Background: an optimization exercise with open tools, aiming at small area. Do not read the settings as production practice. At most, simulation tests tie the RTL to the original design; equivalence was not proved. Power and IR drop assume default switching activity. The clock port is modelled as an ideal driver; clocking choices that lean on that would not hold on a real chip.

== run E ==
==> flow/design.v <==
`timescale 1ns / 1ps
module top (
    input  wire clk,
    input  wire reset,
    input  wire rx,
    output wire tx
);
    reg [2:0] ph;      
    reg [1:0] x;       
    reg [2:0] q;       
    reg [4:0] s;       
    wire wend = (ph == 3'd7);
    wire tick = wend & (x == 2'd3) & (q == 3'd4);
    always @(posedge clk) begin
        ph <= ph + 3'd1;
        s  <= {s[3:0], (s[4] ^ s[2]) | (s == 5'd0)};
        if (reset) begin
            x <= 2'd0;
            q <= 3'd0;
        end else begin
            x <= x + {1'b0, wend};
            q <= {q[1:0], ~q[2] & ~q[1]};
        end
    end
    reg  [247:0] rf;
    wire tap = rf[247];
    wire lin;
    always @(posedge clk) rf <= {rf[246:0], lin};
    reg       inframe;
    reg [4:0] ib;            
    wire rxd = tick & inframe;
    always @(posedge clk) begin
        if (reset) begin
            inframe <= 1'b0;
            ib      <= 5'd0;
        end else begin
            ib <= ib + {4'd0, rxd};
            if (tick) begin
                if (!inframe) begin
                    if (!rx) inframe <= 1'b1;
                end else if (ib[2:0] == 3'd7) begin
                    inframe <= 1'b0;
                end
            end
        end
    end
    reg [15:0] sr;
    wire [4:0] rd  = sr[4:0];
    wire [2:0] f3  = sr[7:5];
    wire [7:0] imm = sr[15:8];
    wire [4:0] rs2 = sr[12:8];
    reg [1:0] cls;
    wire opc_hit = (sr[10:9] == 2'b11) & (sr[12:11] == 2'b00) & sr[13] & ~sr[15];
    always @(posedge clk) begin
        if (rxd && ib == 5'd7)
            cls <= {opc_hit & sr[14], opc_hit};
        else if (rxd && cls[1] && ib[4] && ib[3] && ib[2:0] != 3'd0 && (rx ^ (ib[2:0] == 3'd6)))
            cls[0] <= 1'b0;
    end
    wire is_r = cls[1];
    wire is_i = (cls == 2'b01);
    wire f7s  = cls[0];
    wire ev27 = rxd & (ib == 5'd27);
    wire rs1_bit = (ib >= 5'd15) & (ib <= 5'd19);
    wire rs1_put = (ib >= 5'd16) & (ib <= 5'd20) & (ph == ib[2:0]);
    wire ev31 = rxd & (ib == 5'd31);
    localparam S_IDLE = 5'd2,  S_LAW = 5'd3,  S_LAD = 5'd4,  S_LBW = 5'd5,
               S_LBD  = 5'd6,  S_WT  = 5'd7,  S_EX0 = 5'd8,
               S_TW1  = 5'd16, S_TW2 = 5'd17, S_TST = 5'd18;
    reg [4:0] st;
    wire rs2z = (rs2 == 5'd0);
    wire wen  = (cls != 2'b00) & (rd != 5'd0);
    wire d_w   = ~st[0] & ((st[4] & (st[3] | st[2])) | (st == 5'd0));
    wire d_s   =  st[0] & ((st[4] & (st[3] | st[2] | (st[1:0] == 2'b11))) | (st == 5'd1));
    wire twait = d_w | (st == S_TW1) | (st == S_TW2) | (st == S_TST);
    reg adv;
    always @* begin
        case (st)
            S_IDLE:  adv = ev27;
            S_LAW:   adv = rs1z | (s == rs1);
            S_LBW:   adv = is_i | rs2z | (s == rs2);
            S_WT:    adv = ev31;
            default: adv = ~twait | tick;
        endcase
    end
    always @(posedge clk) begin
        if (reset)
            st <= S_IDLE;
        else if (wend)
            st <= st + {4'd0, adv};
    end
    reg wr_act;
    always @(posedge clk)
        if (wend)
            wr_act <= (st == S_TW1 || st == S_TW2 || st == S_TST) && !tick && wen && (s == rd);
    reg  [7:0] acc;           
    reg        cy;
    wire a  = acc[7];
    wire b  = sr[8];
    wire shift = is_r & (f3 == 3'b101);
    wire sub   = is_r & (f3 == 3'b000) & f7s;
    wire sra   = shift & f7s;
    wire logic_op = (cls != 2'b00) & f3[2] & (f3[1] | ~f3[0]);
    wire bb  = b ^ sub;
    wire cin = (ph == 3'd0) ? sub : cy;
    wire sum = a ^ bb ^ cin;
    wire co  = (a & bb) | (a & cin) | (bb & cin);
    wire lres = f3[1] ? (f3[0] ? (a & b) : (a | b)) : (a ^ b);
    wire res  = shift ? a : logic_op ? lres : sum;
    wire [2:0] shamt = (sra && imm[7:3] != 5'd0) ? 3'b111 : imm[2:0];
    wire fill = sra & a;            
    reg txr;
    always @(posedge clk) begin
        if (reset)
            txr <= 1'b1;
        else if (tick)
            txr <= (st == S_TW2) ? 1'b0 : (d_w || st == S_TST) ? acc[6] : 1'b1;
    end
    assign tx = txr;
    wire [2:0] k = st[2:0];
    wire k_le = (~k[2] & shamt[2]) |
                ((k[2] ~^ shamt[2]) & ((~k[1] & shamt[1]) | ((k[1] ~^ shamt[1]) & (~k[0] | shamt[0]))));
    wire sh_pass = shift && (st[4:3] == 2'b01) && (k != 3'd0) && k_le;
    reg ain;
    always @* begin
        ain = a;
        if (rs1_put)
            ain = cy;
        else if (st == S_LAD)
            ain = tap & ~cy;
        else if (st == S_EX0)
            ain = res;
        else if (sh_pass || d_s)
            ain = wend ? fill : acc[6];
    end
    wire [4:0] rs1 = {acc[2], acc[3], acc[4], acc[5], acc[6]};    
    wire rs1z = (rs1 == 5'd0);
    always @(posedge clk) begin
        acc <= {acc[6:0], ain};
        if (rxd && rs1_bit) cy <= rx;
        else if (st == S_LAW) cy <= rs1z;      
        else if (st == S_LBW) cy <= rs2z;      
        else if (st == S_EX0) cy <= co;
    end
    wire sr_rx = rxd & (ib < 5'd28) & ~rs1_bit;
    always @(posedge clk) begin
        if (sr_rx)
            sr <= {rx, sr[15:1]};
        else if (st == S_LBD && !is_i)
            sr[15:8] <= {tap & ~cy, sr[15:9]};
        else if (st == S_EX0)
            sr[15:8] <= {sr[8], sr[15:9]};
    end
    assign lin = wr_act ? a : tap;
endmodule
clock: 10.0 ns
lec_check: 0
cap_margin: 0
core_margin: 2
core_utilization: 60
cts_buf_list: sky130_fd_sc_hd__clkbuf_8
cts_cluster_diameter: 60
cts_cluster_size: 20
place_density: 0.75
slew_margin: 0
standard.sh (not shown) runs the stock make flow with config.mk's settings and CLKGATE_MAP_FILE= SYNTH_SCRIPT=/design/flow/synth_recipe.tcl, a recipe that flattens the netlist after the stock synthesis.
==> flow/flow/run.sh <==
#!/bin/bash
set -euo pipefail
rm -rf myscripts
cp -r "$FLOW_HOME/scripts" myscripts
cp flow/abc_area_only.script myscripts/abc_speed.script
bash standard.sh SCRIPTS_DIR="$PWD/myscripts" synth > synth.log 2>&1
bash standard.sh CTS_ARGS="-sink_clustering_enable -repair_clock_nets -sink_clustering_size 20 -sink_clustering_max_diameter 60 -buf_list sky130_fd_sc_hd__clkbuf_4 -root_buf sky130_fd_sc_hd__clkbuf_8 -sink_clustering_buffer sky130_fd_sc_hd__clkbuf_8 -distance_between_buffers 2000 -branching_point_buffers_distance 2000" > layout.log 2>&1
==> flow/flow/abc_area_only.script <==
&get -n
&st
&dch -f
&nf -a
&put
strash
&get -n
&st
&dch -f
&nf -a
&put
topo
Run E went all the way through the flow, and no timing, DRC or antenna check failed.
The inputs of run C differ from those of run E as listed below.
==> flow/flow/run.sh <==
#!/bin/bash
set -euo pipefail
rm -rf myscripts
cp -r "$FLOW_HOME/scripts" myscripts
cp flow/abc_area_only.script myscripts/abc_speed.script
bash standard.sh SCRIPTS_DIR="$PWD/myscripts" synth > synth.log 2>&1
bash standard.sh CTS_ARGS="-sink_clustering_enable -repair_clock_nets -sink_clustering_size 20 -sink_clustering_max_diameter 60 -buf_list sky130_fd_sc_hd__clkbuf_4 -root_buf sky130_fd_sc_hd__clkbuf_4 -sink_clustering_buffer sky130_fd_sc_hd__clkbuf_8" > layout.log 2>&1
Findings:
- The peak fanout along the critical path number comes out higher for run E vs run C.
- Run C reports a higher wire length than run E does.
- Summary of run C over run E: power shrank by about 1%, die outline height held steady, relative max-transition margin grew by 1.6 points, fraction of met3 tracks used by global routing shrank by 0.31 points, fraction of final layout cells sized beyond drive strength 1 held steady.
- Via count of the first global-routing pass essentially unchanged between run C and run E.
- Compare run E and run C | slew of the pin with the lowest slew margin higher: run E

## MS
top, a different RTL version from the one above (not shown whole).
Size in the first run: about 520 cells after synthesis, roughly 310 flip-flops, roughly 4 I/O pins, ~0.0078 mm2 of cells after synthesis.
Settings: LEC_CHECK=0, CAP_MARGIN=20, CORE_MARGIN=2, CORE_UTILIZATION=60, CTS_BUF_LIST=sky130_fd_sc_hd__clkbuf_4, CTS_CLUSTER_DIAMETER=40, CTS_CLUSTER_SIZE=10, PLACE_DENSITY=0.75, SLEW_MARGIN=20; clock period 10.0 ns.
run.sh (not shown) runs the stock make flow with config.mk's settings and CLKGATE_MAP_FILE= SYNTH_SCRIPT=/design/flow/synth_recipe.tcl, a recipe that flattens the netlist after the stock synthesis.
Stock flow here: none of the scripts above is used.
MS has completed all stages; timing, DRC and antenna checks passed.
For AL, these inputs were changed with respect to MS:
- changing CTS_BUF_LIST from sky130_fd_sc_hd__clkbuf_4 to sky130_fd_sc_hd__clkbuf_8
- changing CTS_CLUSTER_SIZE from 10 to 22
Findings:
Taking MS as the reference, in AL utilization of the core after routing picked up an extra 1.3 points; net count after synthesis neither gained nor lost much; wire length of the first global-routing pass picked up an extra 340 um; share of total power in sequential cells lost 4.4 points.
NOTE static leakage MS->AL increased slightly
The lower shortest clock period the worst path allows after layout of MS and AL is in AL.
[AL] maximum resistive drop on vdd rose 17% relative to MS
AL gives less count of vias placed by the detailed router than MS did.
Re smallest setup slack after layout: AL is 0.077 ns up on MS.
AL improves on MS in hold slack.

== tundra ==
Another version of the RTL of top (not shown whole).
For scale: about 590 cells after synthesis, ~4 I/O pins, roughly 8200 um2 of cells after synthesis.
clock: 10.0 ns
lec_check: 0
cap_margin: 20
core_margin: 2
core_utilization: 60
cts_buf_list: sky130_fd_sc_hd__clkbuf_8
cts_cluster_diameter: 60
cts_cluster_size: 18
place_density: 0.75
slew_margin: 20
tundra: full flow OK, the timing, DRC and antenna checks passed
Here is what was changed in the inputs of onyx compared with tundra.
- CTS_CLUSTER_SIZE: 18 -> 24
- CORE_UTILIZATION: 60 -> 70
- CTS_CLUSTER_DIAMETER: 60 -> 70
- PLACE_DENSITY: 0.75 -> 0.85
- CTS_BUF_LIST: sky130_fd_sc_hd__clkbuf_8 -> sky130_fd_sc_hd__clkbuf_8 sky130_fd_sc_hd__clkbuf_16
onyx closes out successfully: all stages finished, all timing, DRC and antenna checks passed.
On final cycle utilization of the critical path: between onyx and tundra, it ends up lower for onyx.
Relative to tundra, the final cell count of onyx is lower by about 5%.
The more densely filled core belongs to onyx, not tundra.
Against tundra, largest net degree at the start of global routing in onyx rose by more than a quarter.
Design area delta (onyx − tundra): unfavourable
Re combined global-route utilization of all metal layers: onyx and tundra aren't equal, and the higher value belongs to onyx.
diff inputs: onyx => sierra
- PLACE_DENSITY now 0.75, was 0.85
- CTS_BUF_LIST now sky130_fd_sc_hd__clkbuf_16, was sky130_fd_sc_hd__clkbuf_8 sky130_fd_sc_hd__clkbuf_16
- CTS_CLUSTER_SIZE now 30, was 24
- CTS_CLUSTER_DIAMETER now 80, was 70
- CORE_UTILIZATION now 60, was 70
[summary]
- Looking at sierra and onyx, the count of cells resized by post-cts repair is a wash.
- [compare] base=onyx new=sierra: die width went up; multi-input logic portion of the cell area roughly the same; number of buffers added by the clock tree synthesis step saw a decrease; synthesized cell count barely changed; setup slack lost 31 ps.
- Between onyx and sierra, the flow reports power consumption decreasing slightly.
- Taking onyx as the reference, in sierra count of clock-buffer cells in the layout went down by 4, final area comparable, worst hold slack lost 6.9 ps.
No run of this note included a check of the RTL's function; only the layout flow was run.

Another version of the RTL of top (not shown whole).
Size in the first run: about 4 I/O pins, ~7500 um^2 of cells after synthesis.
Settings: LEC_CHECK=0, CAP_MARGIN=0, CORE_MARGIN=2, CORE_UTILIZATION=60, CTS_BUF_LIST=sky130_fd_sc_hd__clkbuf_8, CTS_CLUSTER_DIAMETER=60, CTS_CLUSTER_SIZE=20, PLACE_DENSITY=0.75, SLEW_MARGIN=0; clock period 10.0 ns.
standard.sh (not shown) runs the stock make flow with config.mk's settings and CLKGATE_MAP_FILE= SYNTH_SCRIPT=/design/flow/synth_recipe.tcl, a recipe that flattens the netlist after the stock synthesis.
==> flow/flow/run.sh <==
#!/bin/bash
set -euo pipefail
rm -rf myscripts
cp -r "$FLOW_HOME/scripts" myscripts
cp flow/abc_area_only.script myscripts/abc_speed.script
bash standard.sh SCRIPTS_DIR="$PWD/myscripts" synth > synth.log 2>&1
bash standard.sh > layout.log 2>&1
Scripts as last shown in full above: flow/flow/abc_area_only.script
The baseline finished with timing, DRC and antenna clean.
Change:
==> flow/run.sh (new file) <==
#!/bin/bash
# synth_recipe.tcl (not shown) runs the flow's synth.tcl, then flattens the netlist and writes it again
# the make line also repeats each setting of config.mk as NAME=value (left out here)
make -C /OpenROAD-flow-scripts/flow DESIGN_CONFIG=/design/flow/config.mk WORK_HOME=/design/flow/orfs CLKGATE_MAP_FILE= SYNTH_SCRIPT=/design/flow/synth_recipe.tcl finish
removed: flow/flow/run.sh
removed: flow/flow/abc_area_only.script
removed: flow/standard.sh
Outcome: Final area goes up by 1.2%. Synthesized area increases by about 2%. Via count is higher by 1.8%. Synthesized cell count rises by about 3.2%. Global-route usage goes up by 0.75 points. Die area rose by about 2%. Non-clock buffer count is unchanged.
Change:
==> flow/flow/run.sh (new file) <==
#!/bin/bash
set -euo pipefail
rm -rf myscripts
cp -r "$FLOW_HOME/scripts" myscripts
cp flow/abc_area_only.script myscripts/abc_speed.script
bash standard.sh SCRIPTS_DIR="$PWD/myscripts" synth > synth.log 2>&1
bash standard.sh > layout.log 2>&1
==> flow/flow/abc_area_only.script (new file) <==
&get -n
&st
&dch -f
&nf -a
&put
topo
==> flow/standard.sh (new file) <==
#!/bin/bash
# synth_recipe.tcl (not shown) runs the flow's synth.tcl, then flattens the netlist and writes it again
# the make line also repeats each setting of config.mk as NAME=value (left out here)
make -C /OpenROAD-flow-scripts/flow DESIGN_CONFIG=/design/flow/config.mk WORK_HOME=/design/flow/orfs CLKGATE_MAP_FILE= SYNTH_SCRIPT=/design/flow/synth_recipe.tcl "${@:-finish}"
removed: flow/run.sh
Hold slack hardly moves.
Worst setup slack got worse by 0.011 ns.
Power rose by 0.43%.
Final area goes down by about 0.8%.
Clock-buffer cell count rose by 1.
Core utilization goes up by 1.6 points.
Wire length shrinks by 0.76%.
Sequential share of layout area increases by 0.65 points.
Synthesized cell count went down by about 1.4%.

Another version of the RTL of top (not shown whole).
Size in the first run: ~490 cells after synthesis, about 4 I/O pins, about 7400 um^2 of cells after synthesis.
// top
module top (
    input  wire clk,
    input  wire reset,
    input  wire rx,
    output wire tx
);
Settings: LEC_CHECK=0, CAP_MARGIN=0, CORE_MARGIN=2, CORE_UTILIZATION=60, CTS_BUF_LIST=sky130_fd_sc_hd__clkbuf_8, CTS_CLUSTER_DIAMETER=60, CTS_CLUSTER_SIZE=20, PLACE_DENSITY=0.75, SLEW_MARGIN=0; clock period 10.0 ns.
==> flow/flow/run.sh <==
#!/bin/bash
set -euo pipefail
rm -rf myscripts
cp -r "$FLOW_HOME/scripts" myscripts
cp flow/abc_area_only.script myscripts/abc_speed.script
bash standard.sh SCRIPTS_DIR="$PWD/myscripts" synth > synth.log 2>&1
bash standard.sh CTS_ARGS="-sink_clustering_enable -repair_clock_nets -sink_clustering_size 22 -sink_clustering_max_diameter 60 -buf_list sky130_fd_sc_hd__clkbuf_4 -root_buf sky130_fd_sc_hd__clkbuf_4 -sink_clustering_buffer sky130_fd_sc_hd__clkbuf_8 -dont_use_dummy_load" BUFFER_PORTS_ARGS="-buffer_cell sky130_fd_sc_hd__buf_1" > layout.log 2>&1
==> flow/flow/abc_area_only.script <==
&get -n
&st
&dch -f
&nf -a
&put
strash
&get -n
&st
&dch -f
&nf -a
&put
topo
The starting point finished clean.
==> next run, changes <==
==> flow/flow/run.sh (replaced) <==
#!/bin/bash
set -euo pipefail
rm -rf myscripts
cp -r "$FLOW_HOME/scripts" myscripts
cp flow/abc_area_only.script myscripts/abc_speed.script
bash standard.sh SCRIPTS_DIR="$PWD/myscripts" synth > synth.log 2>&1
bash standard.sh CTS_ARGS="-sink_clustering_enable -repair_clock_nets -sink_clustering_size 20 -sink_clustering_max_diameter 60 -buf_list sky130_fd_sc_hd__clkbuf_4 -root_buf sky130_fd_sc_hd__clkbuf_4 -sink_clustering_buffer sky130_fd_sc_hd__clkbuf_8 -dont_use_dummy_load" > layout.log 2>&1
Outcome:
- The changed run completed with no timing, DRC or antenna violations
- total power rises slightly
- sequential share of layout area falls by 0.47 points
- global-route usage rises by 1.0 points
- final cell count rises slightly
- fmax falls by roughly a tenth
- first-iteration DRC count falls by well over a third
==> next run, changes <==
==> flow/flow/run.sh (replaced) <==
#!/bin/bash
set -euo pipefail
rm -rf myscripts
cp -r "$FLOW_HOME/scripts" myscripts
cp flow/abc_area_only.script myscripts/abc_speed.script
bash standard.sh SCRIPTS_DIR="$PWD/myscripts" synth > synth.log 2>&1
bash standard.sh CTS_ARGS="-sink_clustering_enable -repair_clock_nets -sink_clustering_size 23 -sink_clustering_max_diameter 55 -buf_list sky130_fd_sc_hd__clkbuf_4 -root_buf sky130_fd_sc_hd__clkbuf_4 -sink_clustering_buffer sky130_fd_sc_hd__clkbuf_8 -dont_use_dummy_load" BUFFER_PORTS_ARGS="-buffer_cell sky130_fd_sc_hd__buf_1" > layout.log 2>&1
Design area drops slightly.
Total power drops slightly.
Routed wire length drops by a few percent.
Sequential power is about the same.
Setup slack gains 350 ps.
Synthesized area does not change.
First-iteration DRC count climbs by well over a third.
Critical path depth is unchanged.
Die area does not change.
==> next run, changes <==
==> flow/flow/run.sh (replaced) <==
#!/bin/bash
set -euo pipefail
rm -rf myscripts
cp -r "$FLOW_HOME/scripts" myscripts
cp flow/abc_area_only.script myscripts/abc_speed.script
bash standard.sh SCRIPTS_DIR="$PWD/myscripts" synth > synth.log 2>&1
bash standard.sh CTS_ARGS="-sink_clustering_enable -repair_clock_nets -sink_clustering_size 36 -sink_clustering_max_diameter 90 -buf_list sky130_fd_sc_hd__clkbuf_4 -root_buf sky130_fd_sc_hd__clkbuf_4 -sink_clustering_buffer sky130_fd_sc_hd__clkbuf_16 -dont_use_dummy_load" > layout.log 2>&1
Result: The changed run passed the timing, DRC and antenna checks. Worst hold slack is about the same. Area after synthesis stays the same. Global-route usage increases by 0.98 points. Final area increases by about 0.5%. Final cell count decreases by 0.91%.

-- afterwards: timing with drivers on the ports --
No port has a modelled driver above. Below, the same layouts with a new extraction and two added sets of constraints.
Step 1: set_driving_cell puts a clkbuf_16 on clk and a buf_2 on each other input, an assumption about the parent block.
Step 2 moves the port delays by t, midway between the first and last clock arrival at a register: inputs arrive t later, outputs are due t later. That takes back most of the time a late clock gives input paths.
Three values: ideal ports, drivers, drivers and shift; two values: the first two.
| run | t (ns) | setup WS [ns] | worst hold slack (ns) | worst setup path at the end | pins driven straight from the clock port |
|---|---|---|---|---|---|
| run E | 0.536 | 6.530 / 6.530 / 6.530 | 0.321 / 0.321 / 0.321 | register to register | 1 |
| run C | 0.626 | 6.518 / 6.483 / 6.521 | 0.323 / 0.323 / 0.323 | register to register | 1 |
| MS | 0.614 | 6.518 / 6.486 / 6.819 | 0.285 / 0.285 / 0.285 | input to register | 1 |
| AL | 0.578 | 6.595 / 6.559 / 6.784 | 0.323 / 0.323 / 0.323 | input to register | 1 |
| tundra | 0.548 | 6.584 / 6.546 / 6.495 | 0.326 / 0.326 / 0.326 | input to register | 1 |
| onyx | 0.528 | 6.624 / 6.581 / 6.515 | 0.326 / 0.326 / 0.326 | input to register | 1 |
| sierra | 0.520 | 6.593 / 6.554 / 6.464 | 0.319 / 0.319 / 0.319 | input to register | 1 |
| the first run of note 4 | 0.536 | 6.462 / 6.462 / 6.462 | 0.328 / 0.328 / 0.328 | register to register | 1 |
| the second run of note 4 | 0.536 | 6.627 / 6.591 / 6.578 | 0.326 / 0.326 / 0.326 | input to register | 1 |
| the third run of note 4 | 0.538 | 6.616 / 6.581 / 6.654 | 0.324 / 0.324 / 0.324 | input to register | 1 |
| the first run of note 5 | 0.596 | 6.941 / 6.910 / 6.999 | 0.304 / 0.304 / 0.304 | register to register | 1 |
| the second run of note 5 | 0.613 | 6.536 / 6.506 / 6.766 | 0.274 / 0.274 / 0.274 | input to register | 1 |
| the third run of note 5 | 0.585 | 6.885 / 6.853 / 6.996 | 0.300 / 0.300 / 0.300 | register to register | 1 |
| the fourth run of note 5 | 0.592 | 6.555 / 6.525 / 6.823 | 0.299 / 0.299 / 0.299 | input to register | 1 |
After both steps every run listed still meets setup and hold. For sierra, which loses most, drivers alone change the setup slack by -0.039 ns; drivers and shift together by -0.129 ns.
